This is an optimization exercise on Yosys and OpenROAD, whose aim is a short achievable clock period and few clock cycles, not a production implementation. Only simulation tests tie the RTL to the original design; equivalence was not proved.

Setup of main:
Design top_proc, start of the top module:
module top_proc #(parameter [31:0] INITIAL_PC = 32'h00400000)
  (
    output wire [31:0] PC,             
    output wire [31:0] dAddress,       
    output wire [31:0] dWriteData,     
    output wire MemRead,               
    output wire MemWrite,              
    input wire clk,                    
    input wire rst,                    
    input wire [31:0] instr,           
    input wire [31:0] dReadData);
For scale: about 6400 cells after synthesis, about 1400 flip-flops, ~160 I/O pins, roughly 0.073 mm² of cells after synthesis.
export LEC_CHECK = 0
export ABC_CLOCK_PERIOD_IN_PS = 3000
export CAP_MARGIN = 20
export CORE_MARGIN = 2
export CORE_UTILIZATION = 40
export PLACE_DENSITY = 0.6
export SLEW_MARGIN = 20
export SYNTH_HIERARCHICAL = 1
create_clock -name core_clock -period 13.0 [get_ports {clk}]
standard.sh (not shown) runs the stock make flow with config.mk's settings and CLKGATE_MAP_FILE= SYNTH_SCRIPT=/design/flow/synth_recipe.tcl, a recipe that flattens the netlist after the stock synthesis.
==> flow/flow/run.sh <==
#!/bin/bash
# The standard layout, with timing repair aiming well past the design's
# clock period (setup margin), so that the achieved period is as short as
# the design allows. The constraints are the design's own.
set -euo pipefail
MARGIN=$(cat flow/margin.txt)
bash standard.sh SETUP_SLACK_MARGIN=$MARGIN finish > standard_flow.log 2>&1
==> flow/flow/margin.txt <==
9.3
Testbench counts of main, summed over its fixed seeds: cycles 16,524.
For the feature branch, these inputs were changed with respect to main:
--- a/flow/design.v
+++ b/flow/design.v
@@ -52,47 +52,16 @@
                 input wire [4:0] writeReg,
                 input wire [31:0] writeData,
                 input wire write);
   reg [31:0] registers [1:31];
   always @(posedge clk)
     if (write && writeReg != 5'd0)
       registers[writeReg] <= writeData;
-  wire [32*32-1:0] flat;
-  assign flat[31:0] = 32'b0;
-  genvar k;
-  generate
-    for (k = 1; k < 32; k = k + 1) begin : g_flat
-      assign flat[32*k +: 32] = registers[k];
-    end
-  endgenerate
-  wire [31:0] sel1, sel2;
-  rf_decode dec1 (.sel(sel1), .a(readReg1));
-  rf_decode dec2 (.sel(sel2), .a(readReg2));
-  rf_read rd1 (.d(readData1), .sel(sel1), .flat(flat));
-  rf_read rd2 (.d(readData2), .sel(sel2), .flat(flat));
-endmodule
-module rf_decode (output wire [31:0] sel, input wire [4:0] a);
-  genvar k;
-  generate
-    for (k = 0; k < 32; k = k + 1) begin : g_dec
-      assign sel[k] = (k != 0) && (a == k);
-    end
-  endgenerate
-endmodule
-module rf_read (output wire [31:0] d, input wire [31:0] sel, input wire [32*32-1:0] flat);
-  genvar b, k;
-  generate
-    for (b = 0; b < 32; b = b + 1) begin : g_bit
-      wire [31:0] col;
-      for (k = 0; k < 32; k = k + 1) begin : g_reg
-        assign col[k] = sel[k] & flat[32*k + b];
-      end
-      assign d[b] = |col;
-    end
-  endgenerate
+  assign readData1 = (readReg1 == 5'd0) ? 32'b0 : registers[readReg1];
+  assign readData2 = (readReg2 == 5'd0) ? 32'b0 : registers[readReg2];
 endmodule
 `timescale 1ns/1ps
 module datapath #(parameter [31:0] INITIAL_PC = 32'h00400000)
   (output wire [31:0] PC,
    output wire [31:0] dAddress,
    output wire [31:0] dWriteData,
    output wire MemRead,
@@ -214,26 +183,18 @@
   wire [31:2] alt_e = pred_e ? pc_e + 30'd1 : pc_e + imm_e[31:2];
   wire [31:7] hi_p, hi_m;
   wire [31:2] next, altr;
   pc_early #(.INITIAL_PC(INITIAL_PC)) pc_early_inst (
     .pc(pc_f), .pcn(pcn_f), .alt(redo ? pc_e : alt_r), .rst(rst),
     .hi_p(hi_p), .hi_m(hi_m), .next(next), .altr(altr));
   wire [31:2] npc;
-  pc_late #(.LO(2), .HI(6)) pc_late_0 (
-    .instr(instr), .pc(pc_f), .hi_p(hi_p), .hi_m(hi_m),
-    .next(next), .altr(altr), .red(mp_r | redo | rst),
-    .rd_e(rd_e), .add_e(add_e), .zero_e(zero_e), .npc(npc[6:2]));
-  pc_late #(.LO(7), .HI(18)) pc_late_1 (
-    .instr(instr), .pc(pc_f), .hi_p(hi_p), .hi_m(hi_m),
-    .next(next), .altr(altr), .red(mp_r | redo | rst),
-    .rd_e(rd_e), .add_e(add_e), .zero_e(zero_e), .npc(npc[18:7]));
-  pc_late #(.LO(19), .HI(31)) pc_late_2 (
+  pc_late #(.LO(2), .HI(31)) pc_late_inst (
     .instr(instr), .pc(pc_f), .hi_p(hi_p), .hi_m(hi_m),
     .next(next), .altr(altr), .red(mp_r | redo | rst),
-    .rd_e(rd_e), .add_e(add_e), .zero_e(zero_e), .npc(npc[31:19]));
+    .rd_e(rd_e), .add_e(add_e), .zero_e(zero_e), .npc(npc));
   pc_pred pc_pred_inst (.taken(pred), .instr(instr), .rd_e(rd_e), .add_e(add_e), .zero_e(zero_e));
   always @(posedge clk) begin
     pc_out <= npc;
     pcn_f  <= ~npc;
   end
   wire go = ~mispred & ~mp_r & ~redo;
   wire ex = go & ~dep;    
[summary]
In summary, the feature branch completed successfully, with a layout that passed the timing, design-rule and antenna checks.
Number of sequential cells in the layout: main vs the feature branch identical
Higher overall fraction of global-route tracks in use was reported by main, not the feature branch.
The lower minimum clock period after layout of main and the feature branch is in the feature branch.
Comparing filler-free cell count of the finished design for main and the feature branch, the smaller number came from the feature branch.
In the feature branch the met3 routing resource usage after global routing turned out 2.2 points lower than in main.
| maximum frequency | the feature branch vs main | better |
Testbench counts of the feature branch, summed over its fixed seeds: cycles 16,524.

## separate check: timing with driven ports
Ports are ideal in the flow. The routed layouts listed here were re-timed in OpenROAD. Step 1, drivers: a clkbuf_16 drives clk and a buf_2 each remaining input, both assumed. Step 2 moves the port delays by t, midway between the first and last clock arrival at a register: inputs arrive t later, outputs are due t later. That takes back most of the time a late clock gives input paths. Three values: ideal ports, drivers, drivers and shift; two values: the first two.
run | t (ns) | slack for setup (ns) | worst setup path after step 2 | worst slew at a driven data input, ns | pins driven straight from the clock port
main | 0.908 | 8.771 / 8.803 / 7.895 | input to register | 0.11 | 1
the feature branch | 0.897 | 9.067 / 8.927 / 8.029 | input to register | 0.39 | 1
After both steps setup and hold are still met in every run listed. The setup slack of the feature branch, which loses most, moves by -0.140 ns with the drivers and by -1.038 ns with both steps.
